What follows belongs to an exercise in optimizing a design on an open flow for small area; a production flow would make more cautious choices. In this exercise RTL edits were held to simulation tests only and were not proved equivalent to the original. Power and IR drop assume default switching activity.

### flow/standard.sh
#!/bin/bash
# synth_recipe.tcl (not shown) runs the flow's synth.tcl, then flattens the netlist and writes it again
# the make line also repeats each setting of config.mk as NAME=value (left out here)
make -C /OpenROAD-flow-scripts/flow DESIGN_CONFIG=/design/flow/config.mk WORK_HOME=/design/flow/orfs CLKGATE_MAP_FILE= SYNTH_SCRIPT=/design/flow/synth_recipe.tcl "${@:-finish}"
### flow/config.mk
export PLATFORM = sky130hd
export DESIGN_NAME = EE314_GROUP38
export DESIGN_NICKNAME = EE314_GROUP38
export VERILOG_FILES = /design/flow/design.v
export SDC_FILE = /design/flow/constraint.sdc
export NUM_CORES = 4
export LEC_CHECK = 0
export CAP_MARGIN = 20
export CORE_MARGIN = 2
export CORE_UTILIZATION = 40
export CTS_BUF_LIST = sky130_fd_sc_hd__clkbuf_8
export PLACE_DENSITY = 0.6
export SLEW_MARGIN = 20
### flow/constraint.sdc
create_clock -name core_clock -period 40.0 [get_ports {clk}]
set_input_delay 8.0000 -clock core_clock [delete_from_list [all_inputs] [get_ports {clk}]]
set_output_delay 8.0000 -clock core_clock [all_outputs]
set_load 0.01 [all_outputs]
### flow/flow/run.sh
#!/bin/bash
# Own layout flow: the standard flow (standard.sh), with two changes:
#  - after the standard synthesis, the combinational logic between the
#    flip-flops and ports is re-synthesised for area with Yosys and ABC
#    (flow/remap.tcl; four ABC deepsyn runs with different seeds and
#    starting points, each followed by a don't-care resubstitution pass
#    (mfs2) and remapping; the smallest result is kept); the flip-flops are
#    left exactly as the standard synthesis made them;
#  - ports are buffered with 1x buffers;
#  - the constant outputs share one tie cell (no repair_tie_fanout).
# The clock tree uses 8x clock buffers and no dummy loads (CTS_ARGS).
# Each tool's full output goes to a log file of its own in the work folder.
set -euo pipefail
here=$(cd "$(dirname "${BASH_SOURCE[0]}")" && pwd)
work=$(pwd)
res=$work/orfs/results/${FLOW_PLATFORM}/EE314_GROUP38/base
export BUFFER_PORTS_ARGS="-buffer_cell sky130_fd_sc_hd__buf_1"
export SKIP_REPAIR_TIE_FANOUT=1
export CTS_ARGS="-sink_clustering_enable -repair_clock_nets -buf_list sky130_fd_sc_hd__clkbuf_8 -dont_use_dummy_load"

bash standard.sh synth > synth.log 2>&1

export REMAP_DIR=$work/remap
mkdir -p "$REMAP_DIR"
export REMAP_LIB=$FLOW_HOME/platforms/${FLOW_PLATFORM}/lib/sky130_fd_sc_hd__tt_025C_1v80.lib
export REMAP_CELLS=$REMAP_DIR/cells.v
export REMAP_IN=$REMAP_DIR/1_2_yosys.standard.v
cp "$res/1_2_yosys.v" "$REMAP_IN"
python3 "$here/cells.py" "$REMAP_LIB" "$REMAP_CELLS" > cells.log 2>&1
pids=()
pre="dc2; balance; rewrite; refactor; balance; rewrite; rewrite -z; balance; refactor -z; rewrite -z; balance"
echo "strash; &get -n; &deepsyn -T 300 -S 1; &put; dch; amap; mfs2 -W 4 -M 500; strash; dch; amap; topo" > "$REMAP_DIR/s1.abc"
echo "strash; $pre; &get -n; &deepsyn -T 300 -S 1; &put; dch; amap; mfs2 -W 4 -M 500; strash; dch; amap; topo" > "$REMAP_DIR/s2.abc"
echo "strash; $pre; &get -n; &deepsyn -T 300 -S 2; &put; dch; amap; mfs2 -W 4 -M 500; strash; dch; amap; topo" > "$REMAP_DIR/s3.abc"
echo "strash; &get -n; &deepsyn -T 300 -S 3; &put; dch; amap; mfs2 -W 4 -M 500; strash; dch; amap; topo" > "$REMAP_DIR/s4.abc"
for s in 1 2 3 4; do
  REMAP_SCRIPT=$REMAP_DIR/s$s.abc REMAP_OUT=$REMAP_DIR/out$s.v REMAP_STAT=$REMAP_DIR/stat$s.txt \
    yosys -c "$here/remap.tcl" > "remap$s.log" 2>&1 &
  pids+=($!)
done
for p in "${pids[@]}"; do wait "$p" || true; done
best=""; best_area=""
for s in 1 2 3 4; do
  [[ -s $REMAP_DIR/out$s.v && -s $REMAP_DIR/stat$s.txt ]] || continue
  a=$(awk '/Chip area/ {print $NF}' "$REMAP_DIR/stat$s.txt")
  if [[ -z $best_area ]] || awk -v a="$a" -v b="$best_area" 'BEGIN {exit !(a < b)}'; then
    best=$s; best_area=$a
  fi
done
[[ -n $best ]] || { echo "remap failed" >&2; exit 1; }
echo "remap: kept run $best, area $best_area" > remap.log
cp "$REMAP_DIR/out$best.v" "$res/1_2_yosys.v"
rm -f "$res/1_synth.odb" "$res/1_synth.sdc"
bash standard.sh synth > synth_odb.log 2>&1

bash standard.sh finish > layout.log 2>&1
### flow/design.v
module button_debouncer (
    input  wire clk,
    input  wire rst,
    input  wire btn_raw_in,
    output reg  btn_debounced_out
);
    localparam [17:0] DB_CLR = 18'h2e51f;
    localparam [17:0] DB_RST = 18'h1ca3e;
    reg        s1, s2;
    reg [17:0] c;
    always @(posedge clk) begin
        if (rst) begin
            s1 <= 1'b1;
            s2 <= 1'b1;
            c  <= DB_RST;
            btn_debounced_out <= 1'b1;
        end else begin
            s1 <= btn_raw_in;
            s2 <= s1;
            c  <= (s1 != s2) ? DB_CLR : {c[16:0], c[17] ^ c[10]};
            if (&c)
                btn_debounced_out <= s2;
        end
    end
endmodule
module input_handler (
    input  wire clk,
    input  wire rst,
    input  wire tick,
    input  wire key_left,
    input  wire key_right,
    input  wire key_attack,
    output reg  mv_l,
    output reg  mv_r,
    output reg  atk
);
    wire db_l, db_r;
    button_debouncer db_left  (.clk(clk), .rst(rst), .btn_raw_in(key_left),  .btn_debounced_out(db_l));
    button_debouncer db_right (.clk(clk), .rst(rst), .btn_raw_in(key_right), .btn_debounced_out(db_r));
    always @(posedge clk) begin
        if (rst) begin
            mv_l <= 1'b0; mv_r <= 1'b0; atk <= 1'b0;
        end else if (tick) begin
            mv_l <= ~db_l;
            mv_r <= ~db_r;
            atk  <= ~key_attack;
        end
    end
endmodule
module game_clocks (
    input  wire clk,
    input  wire rst,
    input  wire sw1,
    input  wire key_step,
    input  wire frame_sync,
    output wire tick
);
    reg k1, k2, kp;
    always @(posedge clk) begin
        if (rst) begin
            k1 <= 1'b0; k2 <= 1'b0; kp <= 1'b0;
        end else begin
            k1 <= key_step; k2 <= k1; kp <= k2;
        end
    end
    assign tick = sw1 ? (k2 & ~kp) : frame_sync;
endmodule
module character_renderer (
    input  wire [9:0] H,
    input  wire [9:0] V,
    input  wire [9:0] px,
    input  wire [1:0] ps,
    output wire       body,
    output wire       hitbox
);
    wire [10:0] dx = {1'b0, H} - {1'b0, px};
    wire near_x = (dx[10:6] == 5'd0);
    assign body   = near_x && !dx[5] && (V >= 10'd380) && (V <= 10'd439);
    assign hitbox = near_x &&  dx[5] && (V >= 10'd406) && (V <= 10'd413) && (ps != 2'd0);
endmodule
module graphics_mixer (
    input  wire       st_menu,
    input  wire       st_cd,
    input  wire       mode_1p,
    input  wire       lit,
    input  wire       y_title,
    input  wire       y_mode,
    input  wire       body,
    input  wire       hitbox,
    input  wire [1:0] ps,
    output reg  [3:0] code
);
    localparam [3:0] C_BG = 4'b1001, C_WHITE = 4'b0011, C_GREEN = 4'b0010, C_ORANGE = 4'b0101, C_LGRAY = 4'b1110, C_RED = 4'b0001, C_CREAM = 4'b0111, C_START = 4'b1010, C_RECOV = 4'b1111, C_BLUE = 4'b1000;
    always @(*) begin
        code = C_BG;
        if (st_menu) begin
            if (lit) begin
                if (y_title)     code = C_WHITE;
                else if (y_mode) code = mode_1p ? C_GREEN : C_ORANGE;
                else             code = C_LGRAY;
            end
        end else if (st_cd) begin
            if (lit) code = C_RED;
        end else if (hitbox) begin
            case (ps)
                2'd1: code = C_BLUE;
                2'd2: code = C_RED;
                default: code = C_GREEN;
            endcase
        end else if (body) begin
            case (ps)
                2'd0: code = C_CREAM;
                2'd1: code = C_START;
                2'd2: code = C_RED;
                default: code = C_RECOV;
            endcase
        end
    end
endmodule
module vga_driver (
    input  wire       clk,
    input  wire       rst,
    output reg  [9:0] H,
    output reg  [9:0] V,
    output wire       de,
    output wire       hs,
    output wire       vs,
    output wire       frame_sync
);
    reg ldt;
    wire h_end = (H == 10'd799);
    always @(posedge clk) begin
        if (rst) begin
            H   <= 10'd0;
            V   <= 10'd0;
            ldt <= 1'b0;
        end else begin
            H   <= h_end ? 10'd0 : H + 10'd1;
            ldt <= h_end;
            V   <= (ldt && V == 10'd524) ? 10'd0 : V + {9'd0, ldt};
        end
    end
    assign de = (H < 10'd640) && (V < 10'd480);
    assign hs = !((H >= 10'd666) && (H <= 10'd761));
    assign vs = !((V == 10'd491) || (V == 10'd492));
    assign frame_sync = (V == 10'd493) && (H == 10'd2);
endmodule
module game_state_controller (
    input  wire       clk,
    input  wire       rst,
    input  wire       tick,
    input  wire       mv_l,
    input  wire       mv_r,
    input  wire       atk,
    input  wire       sw0,
    output wire [1:0] st,
    output reg        mode_1p,
    output reg  [9:0] px,
    output wire [1:0] ps,
    output wire [1:0] cdp
);
    localparam [4:0] K_MENU = 5'd24, K_CD = 5'd25;
    reg [4:0] k;
    reg       pv;
    reg       dir_latch, dir_attack;
    wire menu = (k == K_MENU);
    wire cd   = (k == K_CD);
    wire gp   = !(k[4] & k[3]);
    assign st = menu ? 2'b00 : cd ? 2'b01 : 2'b10;
    wire any_btn = mv_l | mv_r | atk;
    wire start   = tick && any_btn && !pv;
    wire cd_done = (px == 10'd304);
    assign cdp = (px < 10'd184) ? 2'd3 : (px < 10'd244) ? 2'd2 : cd_done ? 2'd0 : 2'd1;
    wire idle  = (k == 5'd0);
    wire k_end = (k == {4'b1011, ~dir_attack});
    assign ps = idle ? 2'd0 :
                (k <= {4'b0010, ~dir_attack}) ? 2'd1 :
                (k <= 5'd7) ? 2'd2 : 2'd3;
    wire [9:0] px_step = px + (cd ? 10'd1 : mv_l ? 10'h3fe : 10'd3);
    wire low_clamp  = (px[9:1] == 9'd0);         
    wire high_clamp = (px > 10'd605);
    always @(posedge clk) begin
        if (rst) begin
            mode_1p <= 1'b0;
        end else if (tick) begin
            mode_1p <= sw0;
        end
    end
    always @(posedge clk) begin
        if (rst) begin
            k <= K_MENU; pv <= 1'b0; px <= 10'd304;
            dir_latch <= 1'b0; dir_attack <= 1'b0;
        end else if (menu) begin
            px <= start ? 10'd124 : 10'd304;
            if (tick) pv <= any_btn;
            if (start) k <= K_CD;
        end else if (cd) begin
            pv <= 1'b0;
            if (tick) begin
                if (cd_done) k <= 5'd0;
                else px <= px_step;
            end
        end else if (tick) begin
            pv <= atk;
            if (idle) begin
                dir_latch <= mv_l | mv_r;
                if (atk && !pv) begin
                    dir_attack <= dir_latch;
                    k <= 5'd1;
                end else if (mv_l)
                    px <= low_clamp ? 10'd0 : px_step;
                else if (mv_r)
                    px <= high_clamp ? 10'd608 : px_step;
            end else
                k <= k_end ? 5'd0 : k + 5'd1;
        end
    end
endmodule
module text_renderer (
    input  wire [9:0] H,
    input  wire [9:0] V,
    input  wire st_menu,
    input  wire st_cd,
    input  wire [1:0] cdp,
    input  wire mode_1p,
    output wire lit,
    output wire y_title,
    output wire y_mode
);
  wire new_n29, new_n30, new_n31, new_n32, new_n33, new_n34, new_n35,
    new_n36, new_n37, new_n38, new_n39, new_n40, new_n41, new_n42, new_n43,
    new_n44, new_n45, new_n46, new_n47, new_n48, new_n49, new_n51, new_n52,
    new_n53, new_n54, new_n55, new_n57, new_n58, new_n59, new_n60, new_n61,
    new_n62, new_n63, new_n64, new_n65, new_n66, new_n67, new_n68, new_n69,
    new_n70, new_n71, new_n72, new_n73, new_n74, new_n75, new_n76, new_n77,
    new_n78, new_n79, new_n80, new_n81, new_n82, new_n83, new_n84, new_n85,
    new_n86, new_n87, new_n88, new_n89, new_n90, new_n91, new_n92, new_n93,
    new_n94, new_n95, new_n96, new_n97, new_n98, new_n99, new_n100,
    new_n101, new_n102, new_n103, new_n104, new_n105, new_n106, new_n107,
    new_n108, new_n109, new_n110, new_n111, new_n112, new_n113, new_n114,
    new_n115, new_n116, new_n117, new_n118, new_n119, new_n120, new_n121,
    new_n122, new_n123, new_n124, new_n125, new_n126, new_n127, new_n128,
    new_n129, new_n130, new_n131, new_n132, new_n133, new_n134, new_n135,
    new_n136, new_n137, new_n138, new_n139, new_n140, new_n141, new_n142,
    new_n143, new_n144, new_n145, new_n146, new_n147, new_n148, new_n149,
    new_n150, new_n151, new_n152, new_n153, new_n154, new_n155, new_n156,
    new_n157, new_n158, new_n159, new_n160, new_n161, new_n162, new_n163,
    new_n164, new_n165, new_n166, new_n167, new_n168, new_n169, new_n170,
    new_n171, new_n172, new_n173, new_n174, new_n175, new_n176, new_n177,
    new_n178, new_n179, new_n180, new_n181, new_n182, new_n183, new_n184,
    new_n185, new_n186, new_n187, new_n188, new_n189, new_n190, new_n191,
    new_n192, new_n193, new_n194, new_n195, new_n196, new_n197, new_n198,
    new_n199, new_n200, new_n201, new_n202, new_n203, new_n204, new_n205,
    new_n206, new_n207, new_n208, new_n209, new_n210, new_n211, new_n212,
    new_n213, new_n214, new_n215, new_n216, new_n217, new_n218, new_n219,
    new_n220, new_n221, new_n222, new_n223, new_n224, new_n225, new_n226,
    new_n227, new_n228, new_n229, new_n230, new_n231, new_n232, new_n233,
    new_n234, new_n235, new_n236, new_n237, new_n238, new_n239, new_n240,
    new_n241, new_n242, new_n243, new_n244, new_n245, new_n246, new_n247,
    new_n248, new_n249, new_n250, new_n251, new_n252, new_n253, new_n254,
    new_n255, new_n256, new_n257, new_n258, new_n259, new_n260, new_n261,
    new_n262, new_n263, new_n264, new_n265, new_n266, new_n267, new_n268,
    new_n269, new_n270, new_n271, new_n272, new_n273, new_n274, new_n275,
    new_n276, new_n277, new_n278, new_n279, new_n280, new_n281, new_n282,
    new_n283, new_n284, new_n285, new_n286, new_n287, new_n288, new_n289,
    new_n290, new_n291, new_n292, new_n293, new_n294, new_n295, new_n296,
    new_n297, new_n298, new_n299, new_n300, new_n301, new_n302, new_n303,
    new_n304, new_n305, new_n306, new_n307, new_n308, new_n309, new_n310,
    new_n311, new_n312, new_n313, new_n314, new_n315, new_n316, new_n317,
    new_n318, new_n319, new_n320, new_n321, new_n322, new_n323, new_n324,
    new_n325, new_n326, new_n327, new_n328, new_n329, new_n330, new_n331,
    new_n332, new_n333, new_n334, new_n335, new_n336, new_n337, new_n338,
    new_n339, new_n340, new_n341, new_n342, new_n343, new_n344, new_n345,
    new_n346, new_n347, new_n348, new_n349, new_n350, new_n351;
  assign new_n29 = ~H[7] & H[8];
  assign new_n30 = ~H[9] & new_n29;
  assign new_n31 = st_cd & new_n30;
  assign new_n32 = V[4] & ~V[5];
  assign new_n33 = V[3] & new_n32;
  assign new_n34 = V[6] & V[7];
  assign new_n35 = ~V[8] & new_n34;
  assign new_n36 = V[3] & ~V[5];
  assign new_n37 = ~new_n32 & ~new_n36;
  assign new_n38 = new_n35 & ~new_n37;
  assign new_n39 = ~new_n33 & new_n38;
  assign new_n40 = new_n31 & new_n39;
  assign new_n41 = cdp[0] & new_n40;
  assign new_n42 = V[1] & V[2];
  assign new_n43 = ~V[3] & ~new_n42;
  assign new_n44 = ~new_n32 & ~new_n43;
  assign new_n45 = ~V[4] & V[5];
  assign new_n46 = new_n43 & ~new_n45;
  assign new_n47 = ~V[6] & ~V[8];
  assign new_n48 = V[7] & new_n47;
  assign new_n49 = ~new_n46 & new_n48;
  assign y_title = ~new_n44 & new_n49;
  assign new_n51 = ~new_n41 & ~y_title;
  assign new_n52 = V[2] & V[3];
  assign new_n53 = ~new_n45 & ~new_n52;
  assign new_n54 = ~new_n32 & new_n52;
  assign new_n55 = ~new_n53 & ~new_n54;
  assign y_mode = new_n35 & new_n55;
  assign new_n57 = V[1] & new_n47;
  assign new_n58 = ~y_mode & ~new_n57;
  assign new_n59 = ~V[2] & ~new_n58;
  assign new_n60 = V[2] & new_n58;
  assign new_n61 = ~new_n59 & ~new_n60;
  assign new_n62 = ~V[3] & ~new_n57;
  assign new_n63 = V[3] & new_n57;
  assign new_n64 = ~new_n62 & ~new_n63;
  assign new_n65 = V[2] & ~new_n64;
  assign new_n66 = ~V[3] & V[5];
  assign new_n67 = V[6] & new_n66;
  assign new_n68 = ~new_n36 & ~new_n67;
  assign new_n69 = ~V[2] & new_n68;
  assign new_n70 = ~new_n65 & ~new_n69;
  assign new_n71 = new_n61 & new_n70;
  assign new_n72 = ~H[2] & ~V[6];
  assign new_n73 = H[2] & V[6];
  assign new_n74 = ~new_n72 & ~new_n73;
  assign new_n75 = ~H[1] & ~new_n74;
  assign new_n76 = H[1] & new_n74;
  assign new_n77 = ~new_n75 & ~new_n76;
  assign new_n78 = ~H[0] & ~H[1];
  assign new_n79 = H[0] & H[1];
  assign new_n80 = ~new_n78 & ~new_n79;
  assign new_n81 = ~new_n77 & ~new_n80;
  assign new_n82 = V[0] & ~new_n81;
  assign new_n83 = ~V[1] & ~new_n47;
  assign new_n84 = ~new_n57 & ~new_n83;
  assign new_n85 = ~V[2] & ~new_n84;
  assign new_n86 = ~new_n82 & new_n85;
  assign new_n87 = V[0] & new_n77;
  assign new_n88 = V[2] & new_n87;
  assign new_n89 = ~V[0] & ~V[2];
  assign new_n90 = H[2] & ~new_n89;
  assign new_n91 = ~new_n77 & ~new_n90;
  assign new_n92 = new_n84 & ~new_n91;
  assign new_n93 = ~new_n88 & ~new_n92;
  assign new_n94 = ~new_n86 & new_n93;
  assign new_n95 = new_n71 & ~new_n94;
  assign new_n96 = st_menu & new_n30;
  assign new_n97 = y_title & new_n96;
  assign new_n98 = ~H[3] & H[4];
  assign new_n99 = H[3] & H[6];
  assign new_n100 = ~new_n98 & ~new_n99;
  assign new_n101 = ~new_n97 & new_n100;
  assign new_n102 = new_n97 & ~new_n100;
  assign new_n103 = ~new_n101 & ~new_n102;
  assign new_n104 = ~H[5] & ~H[6];
  assign new_n105 = y_mode & new_n96;
  assign new_n106 = new_n104 & new_n105;
  assign new_n107 = ~H[3] & ~H[5];
  assign new_n108 = H[6] & ~new_n107;
  assign new_n109 = H[3] & H[5];
  assign new_n110 = H[4] & ~new_n109;
  assign new_n111 = ~new_n108 & ~new_n110;
  assign new_n112 = new_n41 & new_n111;
  assign new_n113 = ~new_n106 & ~new_n112;
  assign new_n114 = ~new_n75 & new_n113;
  assign new_n115 = ~new_n103 & new_n114;
  assign new_n116 = ~V[0] & ~new_n84;
  assign new_n117 = new_n71 & ~new_n116;
  assign new_n118 = ~new_n115 & new_n117;
  assign new_n119 = V[1] & new_n117;
  assign new_n120 = ~V[0] & ~V[1];
  assign new_n121 = new_n76 & ~new_n120;
  assign new_n122 = ~new_n119 & new_n121;
  assign new_n123 = ~new_n118 & ~new_n122;
  assign new_n124 = ~new_n80 & ~new_n84;
  assign new_n125 = ~new_n123 & ~new_n124;
  assign new_n126 = ~V[0] & ~new_n77;
  assign new_n127 = ~new_n87 & ~new_n126;
  assign new_n128 = H[2] & ~V[0];
  assign new_n129 = ~new_n84 & ~new_n128;
  assign new_n130 = ~new_n127 & new_n129;
  assign new_n131 = new_n70 & ~new_n130;
  assign new_n132 = ~new_n125 & new_n131;
  assign new_n133 = ~new_n95 & ~new_n132;
  assign new_n134 = ~new_n51 & ~new_n133;
  assign new_n135 = ~new_n61 & new_n68;
  assign new_n136 = new_n51 & new_n70;
  assign new_n137 = new_n123 & new_n136;
  assign new_n138 = ~new_n135 & ~new_n137;
  assign new_n139 = V[0] & V[1];
  assign new_n140 = new_n75 & new_n139;
  assign new_n141 = ~V[3] & ~new_n76;
  assign new_n142 = ~new_n140 & new_n141;
  assign new_n143 = new_n138 & new_n142;
  assign new_n144 = ~cdp[0] & new_n40;
  assign new_n145 = cdp[1] & new_n144;
  assign new_n146 = H[2] & H[3];
  assign new_n147 = ~H[2] & ~H[3];
  assign new_n148 = ~new_n146 & ~new_n147;
  assign new_n149 = new_n40 & ~new_n148;
  assign new_n150 = new_n98 & new_n149;
  assign new_n151 = H[5] & ~new_n146;
  assign new_n152 = mode_1p & ~new_n146;
  assign new_n153 = H[4] & ~new_n147;
  assign new_n154 = ~new_n152 & new_n153;
  assign new_n155 = ~new_n151 & ~new_n154;
  assign new_n156 = new_n105 & ~new_n155;
  assign new_n157 = ~new_n150 & ~new_n156;
  assign new_n158 = ~new_n145 & new_n157;
  assign new_n159 = ~V[3] & new_n45;
  assign new_n160 = ~new_n33 & ~new_n159;
  assign new_n161 = ~V[6] & ~V[7];
  assign new_n162 = V[8] & new_n161;
  assign new_n163 = new_n96 & new_n162;
  assign new_n164 = ~new_n160 & new_n163;
  assign new_n165 = new_n40 & ~new_n147;
  assign new_n166 = ~new_n164 & ~new_n165;
  assign new_n167 = H[5] & ~new_n166;
  assign new_n168 = ~H[5] & new_n166;
  assign new_n169 = ~new_n167 & ~new_n168;
  assign new_n170 = new_n158 & ~new_n169;
  assign new_n171 = ~new_n81 & new_n116;
  assign new_n172 = ~new_n138 & ~new_n171;
  assign new_n173 = new_n170 & ~new_n172;
  assign new_n174 = ~new_n143 & new_n173;
  assign new_n175 = ~new_n134 & new_n174;
  assign new_n176 = V[0] & ~V[1];
  assign new_n177 = ~new_n89 & ~new_n176;
  assign new_n178 = new_n43 & new_n177;
  assign new_n179 = new_n156 & new_n178;
  assign new_n180 = new_n84 & new_n135;
  assign new_n181 = V[0] & new_n180;
  assign new_n182 = ~cdp[1] & new_n144;
  assign new_n183 = new_n113 & ~new_n182;
  assign new_n184 = H[2] & ~new_n183;
  assign new_n185 = ~new_n104 & new_n164;
  assign new_n186 = ~new_n184 & ~new_n185;
  assign new_n187 = ~new_n113 & new_n186;
  assign new_n188 = new_n97 & new_n107;
  assign new_n189 = H[6] & ~new_n164;
  assign new_n190 = ~new_n182 & new_n189;
  assign new_n191 = H[6] & new_n109;
  assign new_n192 = ~new_n98 & ~new_n191;
  assign new_n193 = ~new_n190 & new_n192;
  assign new_n194 = ~new_n188 & ~new_n193;
  assign new_n195 = ~new_n187 & new_n194;
  assign new_n196 = ~H[4] & new_n108;
  assign new_n197 = ~new_n186 & ~new_n196;
  assign new_n198 = ~H[4] & new_n186;
  assign new_n199 = ~new_n194 & ~new_n198;
  assign new_n200 = ~new_n197 & new_n199;
  assign new_n201 = ~new_n195 & ~new_n200;
  assign new_n202 = ~new_n156 & ~new_n164;
  assign new_n203 = H[6] & ~new_n147;
  assign new_n204 = new_n202 & ~new_n203;
  assign new_n205 = H[5] & ~V[6];
  assign new_n206 = ~new_n147 & ~new_n205;
  assign new_n207 = new_n111 & ~new_n206;
  assign new_n208 = ~H[6] & ~V[6];
  assign new_n209 = H[4] & ~new_n208;
  assign new_n210 = H[3] & ~new_n209;
  assign new_n211 = ~H[5] & ~new_n210;
  assign new_n212 = ~new_n207 & ~new_n211;
  assign new_n213 = ~new_n190 & ~new_n212;
  assign new_n214 = ~new_n204 & new_n213;
  assign new_n215 = ~H[4] & ~H[6];
  assign new_n216 = new_n40 & ~new_n215;
  assign new_n217 = cdp[0] & ~cdp[1];
  assign new_n218 = new_n216 & ~new_n217;
  assign new_n219 = ~new_n214 & ~new_n218;
  assign new_n220 = new_n71 & new_n116;
  assign new_n221 = new_n77 & ~new_n80;
  assign new_n222 = ~new_n220 & ~new_n221;
  assign new_n223 = H[6] & ~new_n170;
  assign new_n224 = ~new_n222 & new_n223;
  assign new_n225 = ~new_n219 & ~new_n224;
  assign new_n226 = new_n201 & new_n225;
  assign new_n227 = ~new_n181 & ~new_n226;
  assign new_n228 = ~new_n179 & ~new_n227;
  assign new_n229 = ~new_n175 & new_n228;
  assign new_n230 = new_n70 & new_n171;
  assign new_n231 = new_n115 & ~new_n230;
  assign new_n232 = ~new_n220 & new_n231;
  assign new_n233 = ~new_n84 & new_n95;
  assign new_n234 = ~H[0] & new_n233;
  assign new_n235 = new_n80 & new_n170;
  assign new_n236 = ~new_n234 & new_n235;
  assign new_n237 = ~new_n232 & ~new_n236;
  assign new_n238 = ~new_n180 & ~new_n237;
  assign new_n239 = ~new_n81 & new_n106;
  assign new_n240 = ~new_n77 & ~new_n233;
  assign new_n241 = V[0] & new_n80;
  assign new_n242 = new_n94 & ~new_n241;
  assign new_n243 = V[3] & ~new_n84;
  assign new_n244 = new_n77 & new_n243;
  assign new_n245 = ~new_n242 & new_n244;
  assign new_n246 = H[6] & ~new_n245;
  assign new_n247 = ~new_n240 & new_n246;
  assign new_n248 = H[5] & ~new_n97;
  assign new_n249 = new_n104 & ~new_n164;
  assign new_n250 = ~new_n248 & ~new_n249;
  assign new_n251 = ~new_n190 & new_n250;
  assign new_n252 = ~new_n247 & new_n251;
  assign new_n253 = ~new_n239 & ~new_n252;
  assign new_n254 = ~new_n238 & ~new_n253;
  assign new_n255 = ~new_n97 & ~new_n149;
  assign new_n256 = new_n111 & ~new_n255;
  assign new_n257 = ~new_n214 & ~new_n256;
  assign new_n258 = ~new_n254 & new_n257;
  assign new_n259 = ~V[0] & ~new_n76;
  assign new_n260 = new_n84 & ~new_n259;
  assign new_n261 = ~V[5] & ~new_n260;
  assign new_n262 = ~V[2] & ~new_n261;
  assign new_n263 = H[2] & new_n78;
  assign new_n264 = new_n120 & new_n263;
  assign new_n265 = ~H[2] & ~V[3];
  assign new_n266 = ~H[0] & new_n120;
  assign new_n267 = H[2] & V[3];
  assign new_n268 = H[1] & ~new_n267;
  assign new_n269 = ~new_n266 & new_n268;
  assign new_n270 = ~new_n265 & ~new_n269;
  assign new_n271 = ~new_n264 & new_n270;
  assign new_n272 = ~new_n262 & ~new_n271;
  assign new_n273 = ~V[2] & V[3];
  assign new_n274 = new_n84 & new_n221;
  assign new_n275 = new_n80 & new_n116;
  assign new_n276 = ~new_n87 & ~new_n275;
  assign new_n277 = ~new_n274 & new_n276;
  assign new_n278 = H[2] & ~V[1];
  assign new_n279 = ~H[2] & new_n139;
  assign new_n280 = ~new_n278 & ~new_n279;
  assign new_n281 = ~new_n277 & new_n280;
  assign new_n282 = ~new_n273 & ~new_n281;
  assign new_n283 = ~new_n58 & new_n244;
  assign new_n284 = ~new_n282 & ~new_n283;
  assign new_n285 = ~new_n61 & ~new_n284;
  assign new_n286 = ~new_n272 & ~new_n285;
  assign new_n287 = ~new_n117 & ~new_n286;
  assign new_n288 = ~new_n95 & ~new_n158;
  assign new_n289 = ~new_n287 & new_n288;
  assign new_n290 = ~H[2] & ~V[1];
  assign new_n291 = H[0] & ~new_n290;
  assign new_n292 = H[2] & ~new_n176;
  assign new_n293 = ~new_n291 & ~new_n292;
  assign new_n294 = ~new_n51 & new_n293;
  assign new_n295 = new_n117 & ~new_n294;
  assign new_n296 = new_n70 & ~new_n295;
  assign new_n297 = new_n77 & ~new_n296;
  assign new_n298 = ~new_n51 & new_n77;
  assign new_n299 = H[2] & ~new_n84;
  assign new_n300 = ~new_n116 & ~new_n128;
  assign new_n301 = H[0] & ~new_n300;
  assign new_n302 = ~new_n299 & ~new_n301;
  assign new_n303 = ~new_n61 & ~new_n302;
  assign new_n304 = new_n298 & ~new_n303;
  assign new_n305 = ~V[1] & ~new_n74;
  assign new_n306 = ~new_n75 & ~new_n266;
  assign new_n307 = ~new_n305 & new_n306;
  assign new_n308 = ~H[0] & new_n139;
  assign new_n309 = H[0] & new_n176;
  assign new_n310 = ~H[1] & ~new_n309;
  assign new_n311 = ~new_n308 & new_n310;
  assign new_n312 = new_n76 & new_n308;
  assign new_n313 = ~new_n311 & ~new_n312;
  assign new_n314 = new_n307 & new_n313;
  assign new_n315 = new_n136 & new_n314;
  assign new_n316 = ~new_n304 & ~new_n315;
  assign new_n317 = ~new_n117 & ~new_n316;
  assign new_n318 = new_n158 & ~new_n317;
  assign new_n319 = ~new_n297 & new_n318;
  assign new_n320 = ~new_n257 & ~new_n319;
  assign new_n321 = ~new_n289 & new_n320;
  assign new_n322 = ~new_n258 & ~new_n321;
  assign new_n323 = ~new_n201 & ~new_n322;
  assign new_n324 = ~new_n77 & new_n117;
  assign new_n325 = new_n231 & ~new_n324;
  assign new_n326 = new_n97 & new_n109;
  assign new_n327 = new_n202 & ~new_n326;
  assign new_n328 = new_n84 & new_n241;
  assign new_n329 = ~new_n124 & ~new_n328;
  assign new_n330 = new_n117 & new_n329;
  assign new_n331 = new_n298 & ~new_n330;
  assign new_n332 = ~new_n327 & ~new_n331;
  assign new_n333 = ~new_n325 & new_n332;
  assign new_n334 = new_n80 & ~new_n178;
  assign new_n335 = ~new_n81 & ~new_n334;
  assign new_n336 = H[1] & new_n128;
  assign new_n337 = new_n71 & new_n336;
  assign new_n338 = ~new_n335 & ~new_n337;
  assign new_n339 = ~new_n135 & new_n216;
  assign new_n340 = ~new_n220 & new_n339;
  assign new_n341 = ~new_n338 & new_n340;
  assign new_n342 = new_n77 & ~new_n135;
  assign new_n343 = new_n135 & new_n277;
  assign new_n344 = H[6] & ~new_n40;
  assign new_n345 = ~new_n343 & new_n344;
  assign new_n346 = ~new_n342 & new_n345;
  assign new_n347 = new_n219 & ~new_n346;
  assign new_n348 = ~new_n341 & new_n347;
  assign new_n349 = ~new_n333 & new_n348;
  assign new_n350 = new_n201 & new_n349;
  assign new_n351 = ~new_n323 & ~new_n350;
  assign lit = ~new_n229 & new_n351;
endmodule
module seven_segment_controller (
    input  wire       clk,
    input  wire       rst,
    input  wire       tick,
    input  wire       st_menu,
    input  wire       mode_1p,
    output wire [6:0] hex0,
    output wire [6:0] hex1,
    output wire [6:0] hex2,
    output wire [6:0] hex3,
    output wire [6:0] hex4,
    output wire [6:0] hex5
);
    reg hx, hy;
    always @(posedge clk) begin
        if (rst) begin
            hx <= 1'b0; hy <= 1'b0;
        end else if (tick) begin
            hx <= !st_menu | !mode_1p;
            hy <= !st_menu |  mode_1p;
        end
    end
    wire f  = hx & hy;
    wire m2 = hx & ~hy;
    wire m1 = ~hx & hy;
    assign hex5 = f ? 7'b0001110 : 7'b1111111;
    assign hex4 = f ? 7'b1111001 : 7'b1111111;
    assign hex3 = f ? 7'b1000010 : 7'b1111111;
    assign hex2 = f ? 7'b0001001 : m1 ? 7'b1111001 : m2 ? 7'b0100100 : 7'b1111111;
    assign hex1 = f ? 7'b0000111 : (m1 | m2) ? 7'b0001100 : 7'b1111111;
    assign hex0 = 7'b1111111;
endmodule
module EE314_GROUP38(
    input              clk,         
    input              rst,         
    output     [6:0]   HEX0,
    output     [6:0]   HEX1,
    output     [6:0]   HEX2,
    output     [6:0]   HEX3,
    output     [6:0]   HEX4,
    output     [6:0]   HEX5,
    input      [3:0]   KEY,
    input      [1:0]   SW,
    output             VGA_BLANK_N,
    output     [7:0]   VGA_B,
    output             VGA_HS,
    output     [7:0]   VGA_R,
    output     [7:0]   VGA_G,
    output             VGA_SYNC_N,
    output             VGA_VS
);
    wire [9:0] H, V;
    wire de, frame_sync, tick;
    wire mv_l, mv_r, atk;
    wire [1:0] st;
    wire [1:0] cdp;
    wire mode_1p;
    wire [9:0] px;
    wire [1:0] ps;
    wire lit, y_title, y_mode, body, hitbox;
    wire [3:0] code;
    wire st_menu = (st == 2'b00);
    wire st_cd   = (st == 2'b01);
    vga_driver vga (.clk(clk), .rst(rst), .H(H), .V(V), .de(de), .hs(VGA_HS), .vs(VGA_VS),
                    .frame_sync(frame_sync));
    game_clocks clocks (.clk(clk), .rst(rst), .sw1(SW[1]), .key_step(KEY[0]),
                        .frame_sync(frame_sync), .tick(tick));
    input_handler inputs (.clk(clk), .rst(rst), .tick(tick), .key_left(KEY[1]), .key_right(KEY[2]),
                          .key_attack(KEY[3]), .mv_l(mv_l), .mv_r(mv_r), .atk(atk));
    game_state_controller game (.clk(clk), .rst(rst), .tick(tick), .mv_l(mv_l), .mv_r(mv_r),
                                .atk(atk), .sw0(SW[0]), .st(st), .mode_1p(mode_1p), .px(px),
                                .ps(ps), .cdp(cdp));
    text_renderer text (.H(H), .V(V), .st_menu(st_menu), .st_cd(st_cd), .cdp(cdp),
                        .mode_1p(mode_1p), .lit(lit), .y_title(y_title), .y_mode(y_mode));
    character_renderer sprite (.H(H), .V(V), .px(px), .ps(ps), .body(body), .hitbox(hitbox));
    graphics_mixer mixer (.st_menu(st_menu), .st_cd(st_cd), .mode_1p(mode_1p), .lit(lit),
                          .y_title(y_title), .y_mode(y_mode), .body(body), .hitbox(hitbox),
                          .ps(ps), .code(code));
    reg [3:0] cc;
    always @(posedge clk) begin
        if (rst || !de) begin
            cc <= 4'd0;
        end else begin
            cc <= code;
        end
    end
    wire [7:0] rgb;
    assign rgb[0] = (cc == 4'b1001) | (cc == 4'b0011) | (cc == 4'b1010) | (cc == 4'b1000);
    assign rgb[1] = (cc == 4'b0011) | (cc == 4'b1110) | (cc == 4'b0111) | (cc == 4'b1010) | (cc == 4'b1000);
    assign rgb[2] = (cc == 4'b1001) | (cc == 4'b0011) | (cc == 4'b0010) | (cc == 4'b0111) | (cc == 4'b1010);
    assign rgb[3] = (cc == 4'b0011) | (cc == 4'b0010) | (cc == 4'b1110) | (cc == 4'b0111) | (cc == 4'b1010) | (cc == 4'b1111);
    assign rgb[4] = (cc == 4'b0011) | (cc == 4'b0010) | (cc == 4'b0101) | (cc == 4'b1110) | (cc == 4'b0111) | (cc == 4'b1010) | (cc == 4'b1111);
    assign rgb[5] = (cc == 4'b1001) | (cc == 4'b0011) | (cc == 4'b0101) | (cc == 4'b0001) | (cc == 4'b0111) | (cc == 4'b1111);
    assign rgb[6] = (cc == 4'b0011) | (cc == 4'b0101) | (cc == 4'b1110) | (cc == 4'b0001) | (cc == 4'b0111);
    assign rgb[7] = (cc == 4'b0011) | (cc == 4'b0101) | (cc == 4'b1110) | (cc == 4'b0001) | (cc == 4'b0111);
    assign VGA_R = {rgb[7:5], rgb[7:6], rgb[7:5]};
    assign VGA_G = {rgb[4:2], rgb[4:3], rgb[4:2]};
    assign VGA_B = {rgb[1:0], rgb[1:0], rgb[1:0], rgb[1:0]};
    assign VGA_BLANK_N = de;
    assign VGA_SYNC_N  = 1'b1;
    seven_segment_controller seg7 (.clk(clk), .rst(rst), .tick(tick), .st_menu(st_menu),
                                   .mode_1p(mode_1p), .hex0(HEX0), .hex1(HEX1), .hex2(HEX2),
                                   .hex3(HEX3), .hex4(HEX4), .hex5(HEX5));
endmodule
### flow/flow/remap.tcl
# Re-map the combinational logic of the standard synthesis for area.
# The flip-flops stay as the standard synthesis made them (same instances,
# names and cells): they are black boxes here, and only the logic between
# them and the ports is re-synthesised (ABC deepsyn, then area mapping).
yosys read_verilog $::env(REMAP_CELLS)
yosys read_verilog $::env(REMAP_IN)
yosys hierarchy -top $::env(FLOW_TOP)
yosys flatten
yosys techmap
yosys opt_clean -purge
set dont_use {}
foreach c {sky130_fd_sc_hd__probe_p_8 sky130_fd_sc_hd__probec_p_8 sky130_fd_sc_hd__lpflow_*} {
  lappend dont_use -dont_use $c
}
yosys abc -liberty $::env(REMAP_LIB) {*}$dont_use -script $::env(REMAP_SCRIPT)
yosys opt_clean -purge
# the cells ABC chose, as black boxes, for the checks below
yosys read_liberty -lib -ignore_redef $::env(REMAP_LIB)
yosys hilomap -singleton -hicell sky130_fd_sc_hd__conb_1 HI -locell sky130_fd_sc_hd__conb_1 LO
yosys insbuf -buf sky130_fd_sc_hd__buf_4 A X
yosys splitnets
yosys opt_clean -purge
yosys tee -o $::env(REMAP_STAT) stat -liberty $::env(REMAP_LIB)
yosys check -assert -mapped
yosys write_verilog -noattr -nohex -nodec $::env(REMAP_OUT)
### flow/flow/cells.py
#!/usr/bin/env python3
# Writes a Verilog model of every cell in a liberty file: combinational cells
# as assign statements from their liberty functions, sequential and
# tri-state cells as black boxes. usage: cells.py lib out.v
import re, sys
lib = open(sys.argv[1]).read()
out = []
for m in re.finditer(r'\n    cell \("(\w+)"\) \{(.*?)\n    \}', lib, re.S):
    name, body = m.group(1), m.group(2)
    parts = re.split(r'\n        pin \("', body)[1:]
    pins = []
    for p in parts:
        pn = p.split('"')[0]
        d = re.search(r'direction : "(\w+)"', p)
        f = re.search(r'\n            function : "(.*?)"', p)
        tri = 'three_state' in p
        pins.append((pn, d.group(1) if d else 'input', f.group(1) if f else None, tri))
    seq = re.search(r'\n        (ff|latch|statetable) ?\(', body) is not None
    comb = not seq and all(f is not None and not t for pn, d, f, t in pins if d == 'output') \
        and any(d == 'output' for pn, d, f, t in pins)
    ports = ', '.join(('input ' if d == 'input' else 'output ') + pn for pn, d, f, t in pins
                      if d in ('input', 'output'))
    if comb:
        out.append('module %s(%s);' % (name, ports))
        for pn, d, f, t in pins:
            if d == 'output':
                e = f.replace('!', '~').replace('+', '|').replace('*', '&')
                e = re.sub(r'\)\s*\(', ')&(', e)
                out.append('  assign %s = %s;' % (pn, e))
        out.append('endmodule')
    else:
        out.append('(* blackbox *)\nmodule %s(%s);\nendmodule' % (name, ports))
open(sys.argv[2], 'w').write('\n'.join(out) + '\n')
==> reports/metrics.csv, run 1 <==
metric,value,unit
reg2reg end,game.px[9],
WP data required,40.26,ns
met3 GRT Util,2.76,%
Syn Inst Count,764,
first-pass GRT wire length,25200,um
post-CTS sizing,0,
Setup crit start,SW[1],
Worst Hold Launch,clocks.k2,
drt via density,5.58,
CTS Buf Count,9,
final setup vio count,0,
gr ovfl total,0,
Antenna Nets Post-Route,0,
Core Box Area,13100,um^2
fmax,87.5,MHz
fraction of layout cells with a size suffix above 1,1.41,%
n_diodes,0,
CTS tree,done,
grt peak-use layer,met2,
Slew @ Worst Pin,0.958,ns
H-tree Lvls,3,
Power Dens Cells,29.7,nW/um^2
hold crit path type,reg -> reg,
Initial Util,40.7,%
worst skew pair latency,0.38,ns
Final period util,28.6,%
IO Port Bufs,58,
hold path endpoint,clocks.kp,
clk slew on worst S/H paths,0.08,ns
Rows,42,
Worst Path Arrival,11.68,ns
Total GRT Usage,21.8,%
Ys Warns,8,
Reg power frac,60.5,%
largest net degree at the start of global routing,49,
Startpoint Class,input pin,
Crit. End Element,flop,
Total Wirelength,15200,um
Clock Tree Root,clkbuf_8,
final hold violation count,0,
P_int,121,uW
initial DRC count,468,
Mean Syn Cell Area,7.00,um^2
Clk pwr share,30.7,%
Net Sw Frac,26.0,%
# IOs,78,
Setup CP Type,in -> reg,
WHS,0.427,ns
GR Util met1,28.4,%
WL per Instance,15.9,um
Sinks on Clock Net,94,
postcts setup bufs,0,
Rel. slew slack,36.1,%
Die Ht,120,um
most frequent cells in the layout,"nor2_1, clkinv_1, dfxtp_1",
GR Layer Usage met2,35.9,%
hold buffer count at CTS,0,
Bufs on Longest Clock Path,2,
minimum clock period,11.42,ns
reg-to-reg startpoint,vga.V[1],
"critical path fanouts, max",9,
Die ar.,14300,um^2
vias in the first global route,5088,
status,"complete, no violations",
hold path cells,2,
initial antenna violation count,0,
FF-to-FF setup slack,34.64,ns
GPL Wtd Cong,0.955,
vias,5323,
setup TNS,0,ns
max-slew violations,0,
Net Sw Power,42.7,uW
r2r worst-path depth,21,
drt drc,0,
Synth Cell Area,5350,um^2
Comb pwr share,8.7,%
max-cap viol count,0,
Leak,0.00175,uW
Nets,788,
Area Growth Syn to Fin,3.09,%
clock skew,0.0262,ns
Post-DP HPWL,11600,um
die width,120,um
Peak VDD IR,0.0000268,V
Pre-antenna DRT Iters,5,
unrepaired setup endpoints after global routing,false,
"most common cell after layout, fill and taps aside",nor2_1,
syn nets,772,
cell type report:
class                           count  area [um^2]
Multi-Input combinational cell    520         2700
Tap cell                          176          220
Fill cell                        1442         7620
Sequential cell                    94         1880
Timing Repair Buffer               59          226
Inverter                           96          360
Clock buffer                        9          124
power groups by stage:
stage / registers, uW / clock network (uW) / logic [uW]
after floorplan: 100 / 0 / 12.5
after global placement: 101 / 0 / 14.4
after detailed placement: 101 / 0 / 14.3
after CTS: 99.2 / 51.9 / 14.3
after global routing: 99.6 / 55.4 / 16.1
final: 99.2 / 50.4 / 14.3
worst max path at each step:
stage                     slack, ns  cells past startpoint         end
after CTS                     28.64                     18  game.px[9]
after floorplan               29.05                     16  game.px[9]
after global routing          28.15                     18  game.px[9]
after global placement        28.46                     18  game.px[9]
final                         28.58                     18  game.px[9]
after detailed placement      28.27                     18  game.px[9]
flip-flops by register name (all words and copies together), names as in the netlist, 4 cells and up:
name	count
game.px	10
vga.V	10
cc	4
game.k	5
inputs.db_left.c	18
vga.H	10
inputs.db_right.c	18
stage by stage:
step	power [uW]	util, %	area, um^2	instances	worst slack [ns]
finish	164	42.0	5510	954	28.58
global route	171	42.0	5510	954	28.15
detailed placement	116	41.0	5390	945	28.27
floorplan	113	-	5350	764	29.05
CTS	165	42.0	5510	954	28.64
global placement	116	41.0	5390	945	28.46
worst max-delay path, cell delays in order:
cell and delay, ns:
buf_1 0.12, or3_1 0.13, nor4_1 0.05, a22oi_1 0.67
clkinv_1 0.29, o211ai_1 0.22, clkinv_1 0.16, o21ai_0 0.16
a211oi_1 0.15, o221ai_1 0.16, nand2_1 0.13, a211oi_1 0.32
nor4_1 0.13, a41o_1 0.26, a2111oi_0 0.45, nor2_1 0.09
a21oi_1 0.13, nor2_1 0.05
per-layer routing:
layer | up-vias | wire length, um
met2 | 162 | 7110
met4 | 0 | 495
li1 | 2663 | -
met5 | - | 0
met1 | 2464 | 6800
met3 | 34 | 797
==> run 2: changes to the inputs <==
--- a/flow/flow/run.sh
+++ b/flow/flow/run.sh
@@ -2,7 +2,7 @@
 # Own layout flow: the standard flow (standard.sh), with two changes:
 #  - after the standard synthesis, the combinational logic between the
 #    flip-flops and ports is re-synthesised for area with Yosys and ABC
-#    (flow/remap.tcl; four ABC deepsyn runs with different seeds and
+#    (flow/remap.tcl; eight ABC deepsyn runs with different seeds and
 #    starting points, each followed by a don't-care resubstitution pass
 #    (mfs2) and remapping; the smallest result is kept); the flip-flops are
 #    left exactly as the standard synthesis made them;
@@ -27,20 +27,27 @@
 export REMAP_IN=$REMAP_DIR/1_2_yosys.standard.v
 cp "$res/1_2_yosys.v" "$REMAP_IN"
 python3 "$here/cells.py" "$REMAP_LIB" "$REMAP_CELLS" > cells.log 2>&1
-pids=()
 pre="dc2; balance; rewrite; refactor; balance; rewrite; rewrite -z; balance; refactor -z; rewrite -z; balance"
-echo "strash; &get -n; &deepsyn -T 300 -S 1; &put; dch; amap; mfs2 -W 4 -M 500; strash; dch; amap; topo" > "$REMAP_DIR/s1.abc"
-echo "strash; $pre; &get -n; &deepsyn -T 300 -S 1; &put; dch; amap; mfs2 -W 4 -M 500; strash; dch; amap; topo" > "$REMAP_DIR/s2.abc"
-echo "strash; $pre; &get -n; &deepsyn -T 300 -S 2; &put; dch; amap; mfs2 -W 4 -M 500; strash; dch; amap; topo" > "$REMAP_DIR/s3.abc"
-echo "strash; &get -n; &deepsyn -T 300 -S 3; &put; dch; amap; mfs2 -W 4 -M 500; strash; dch; amap; topo" > "$REMAP_DIR/s4.abc"
-for s in 1 2 3 4; do
-  REMAP_SCRIPT=$REMAP_DIR/s$s.abc REMAP_OUT=$REMAP_DIR/out$s.v REMAP_STAT=$REMAP_DIR/stat$s.txt \
-    yosys -c "$here/remap.tcl" > "remap$s.log" 2>&1 &
-  pids+=($!)
+post="dch; amap; mfs2 -W 4 -M 500; strash; dch; amap; topo"
+run_remap() {  # $1: run number, $2: deepsyn seed, $3: 1 to start from a rewritten graph
+  local p=""
+  [[ $3 == 1 ]] && p="$pre; "
+  echo "strash; $p&get -n; &deepsyn -T 240 -S $2; &put; $post" > "$REMAP_DIR/s$1.abc"
+  REMAP_SCRIPT=$REMAP_DIR/s$1.abc REMAP_OUT=$REMAP_DIR/out$1.v REMAP_STAT=$REMAP_DIR/stat$1.txt \
+    yosys -c "$here/remap.tcl" > "remap$1.log" 2>&1
+}
+# two rounds of four runs in parallel (NUM_CORES is 4)
+for round in 0 1; do
+  pids=()
+  for i in 1 2 3 4; do
+    n=$((round * 4 + i))
+    run_remap "$n" "$n" $((i % 2)) &
+    pids+=($!)
+  done
+  for p in "${pids[@]}"; do wait "$p" || true; done
 done
-for p in "${pids[@]}"; do wait "$p" || true; done
 best=""; best_area=""
-for s in 1 2 3 4; do
+for s in 1 2 3 4 5 6 7 8; do
   [[ -s $REMAP_DIR/out$s.v && -s $REMAP_DIR/stat$s.txt ]] || continue
   a=$(awk '/Chip area/ {print $NF}' "$REMAP_DIR/stat$s.txt")
   if [[ -z $best_area ]] || awk -v a="$a" -v b="$best_area" 'BEGIN {exit !(a < b)}'; then
==> reports/metrics.csv, run 2 <==
metric,value,unit
status,"complete, no violations",
r2r worst-path depth,18,
Mean Syn Cell Area,6.92,um^2
clock skew,0.0177,ns
Sinks on Clock Net,94,
Crit. End Element,flop,
met2 WL post-DR,6350,um
die width,120,um
setup TNS,0,ns
Leak,0.00184,uW
H-tree Lvls,3,
"critical path fanouts, max",7,
most frequent cells in the layout,"nor2_1, clkinv_1, dfxtp_1",
Util after Layout,42.2,%
hold path endpoint,inputs.db_right.c[3],
Metal-1 WL,6630,um
"delay-heaviest family, CP",compound AO/OA/AOI/OAI gates,
CP bufs+invs,3,
Worst Path Arrival,11.41,ns
Bufs on Longest Clock Path,2,
Rel. slew slack,30.0,%
Post-DP HPWL,10800,um
fraction of layout cells with a size suffix above 1,1.65,%
reg-to-reg startpoint,game.k[3],
Power Dens Cells,29.9,nW/um^2
Worst Hold Launch,inputs.db_right.c[2],
Highest Signal Layer,met4,
Ys Warns,8,
Storage cell area,1880,um^2
drt drc,0,
# IOs,78,
largest net degree at the start of global routing,49,
Total GRT Usage,20.5,%
CP Cell Sequence,buf_1 -> nor2_1 -> nand4b_1 -> o32ai_1 -> clkinv_1 -> nor2_1 -> o211ai_1 -> nor2_1 -> clkinv_1 -> o21ai_0 -> nor2_1 -> nor2_1 -> nor2_1 -> o32a_1,
Clock Tree Root,clkbuf_8,
Antenna Nets Post-Route,0,
CTS Buf Count,9,
hold buffer count at CTS,0,
vias,5212,
critical path's most frequent cell,nor2_1,
Syn Inst Count,774,
Pre-antenna DRT Iters,5,
"most common cell after layout, fill and taps aside",nor2_1,
Slew @ Worst Pin,1.05,ns
final setup vio count,0,
n_diodes,0,
Final period util,27.9,%
drt via density,5.40,
Total Wirelength,14300,um
reg2reg end,cc[1],
Synth Cell Area,5360,um^2
hold path cells,1,
Core Box Area,13100,um^2
Die ar.,14300,um^2
WL per Instance,14.8,um
largest stage delay on the critical path,0.75,ns
postcts setup bufs,0,
WP data required,40.26,ns
Startpoint Class,input pin,
final hold violation count,0,
clk slew on worst S/H paths,0.08,ns
Setup CP Type,in -> reg,
initial DRC count,370,
gr ovfl total,0,
Initial Util,40.8,%
Die Ht,120,um
multi-input logic area,2700,um^2
vias in the first global route,4683,
IO Port Bufs,58,
first-pass GRT wire length,23500,um
syn nets,782,
GPL Wtd Cong,0.963,
routed wl met3,1030,um
FF-to-FF setup slack,34.71,ns
Rows,42,
max-slew violations,0,
initial antenna violation count,0,
worst skew pair latency,0.37,ns
Nets,800,
CTS tree,done,
Area Growth Syn to Fin,3.36,%
Peak VDD IR,0.0000330,V
post-CTS sizing,0,
minimum clock period,11.15,ns
top flop regs,"inputs.db_left.c x18, inputs.db_right.c x18",
hold crit path type,reg -> reg,
unrepaired setup endpoints after global routing,false,
fillers,1463,
fmax,89.7,MHz
CP max stage cell,o32ai_1,
max-cap viol count,0,
[run 2: how the worst max path moves through the flow]
stage	start	end	slack (ns)	depth (start not counted)
after floorplan	SW[1]	game.px[6]	29.31	13
after global placement	SW[1]	game.px[6]	28.63	14
after detailed placement	SW[1]	game.px[6]	28.52	14
after CTS	SW[1]	game.px[6]	28.90	14
after global routing	SW[1]	game.px[6]	28.41	14
final	SW[1]	game.px[6]	28.85	14
[run 2: power by group]
part,switching [uW],internal (uW)
logic,10.4,4.96
clock network,30.7,20.2
registers,2.38,96.7
[run 2: area by class of cell]
type | count | area share [%]
Timing Repair Buffer | 61 | 4.36
Sequential cell | 94 | 34.0
Clock buffer | 9 | 2.24
Tap cell | 176 | 3.98
Inverter | 100 | 6.78
Multi-Input combinational cell | 526 | 48.7
[run 2: metrics by stage]
stage	setup slack [ns]	instance area [um^2]	std cells	hold slack (ns)	power, uW
after detailed placement	28.52	5410	957	0.424	117
after CTS	28.90	5540	966	0.446	168
after floorplan	29.31	5360	774	0.409	114
final	28.85	5540	966	0.438	165
after global placement	28.63	5410	957	0.415	117
after global routing	28.41	5540	966	0.460	173
[run 2: routing by layer]
layer	vias up	track usage (%)
li1	2666	-
met1	2314	28.5
met2	207	31.4
met3	25	4.56
met4	0	7.06
met5	-	0
[run 2: worst reg2reg max path, stage by stage, from the launching register on]
cell and delay, ns:
dfxtp_1 0.42, clkinv_1 0.12, nor3_1 0.65, clkinv_1 0.31
nor2_1 0.40, nand2_1 0.14, nor4_1 0.65, clkinv_1 0.37
o21ai_0 0.21, clkinv_1 0.09, o221ai_1 0.28, o21ai_0 0.16
o221ai_1 0.19, a21oi_1 0.06, o21a_1 0.17, nor2_1 0.12
o21ai_0 0.22, or3_1 0.40, a211oi_1 0.23

## separate check: timing with driven ports
Ports are ideal in the flow. The routed layouts listed here were re-timed in OpenROAD.
Step 1 (the two cells are an assumption about what drives the block):
set clk [get_ports {clk}]
set_driving_cell -lib_cell sky130_fd_sc_hd__clkbuf_16 $clk
set_driving_cell -lib_cell sky130_fd_sc_hd__buf_2 [delete_from_list [all_inputs] $clk]
Step 2 moves the port delays by t, midway between the first and last clock arrival at a register: inputs arrive t later, outputs are due t later. That takes back most of the time a late clock gives input paths.
a / b / c = ideal / step 1 / step 2; a / b = the first two.
run	t, ns	setup WS [ns]	slew at the worst register clock pin (ns)
run 1	0.396	28.577 / 28.578 / 28.181	0.10 / 0.10
run 2	0.398	28.852 / 28.853 / 28.455	0.09 / 0.09
After both steps every run listed still meets setup and hold. The setup slack of run 2, which loses most, moves by +0.001 ns with the drivers and by -0.397 ns with both steps.
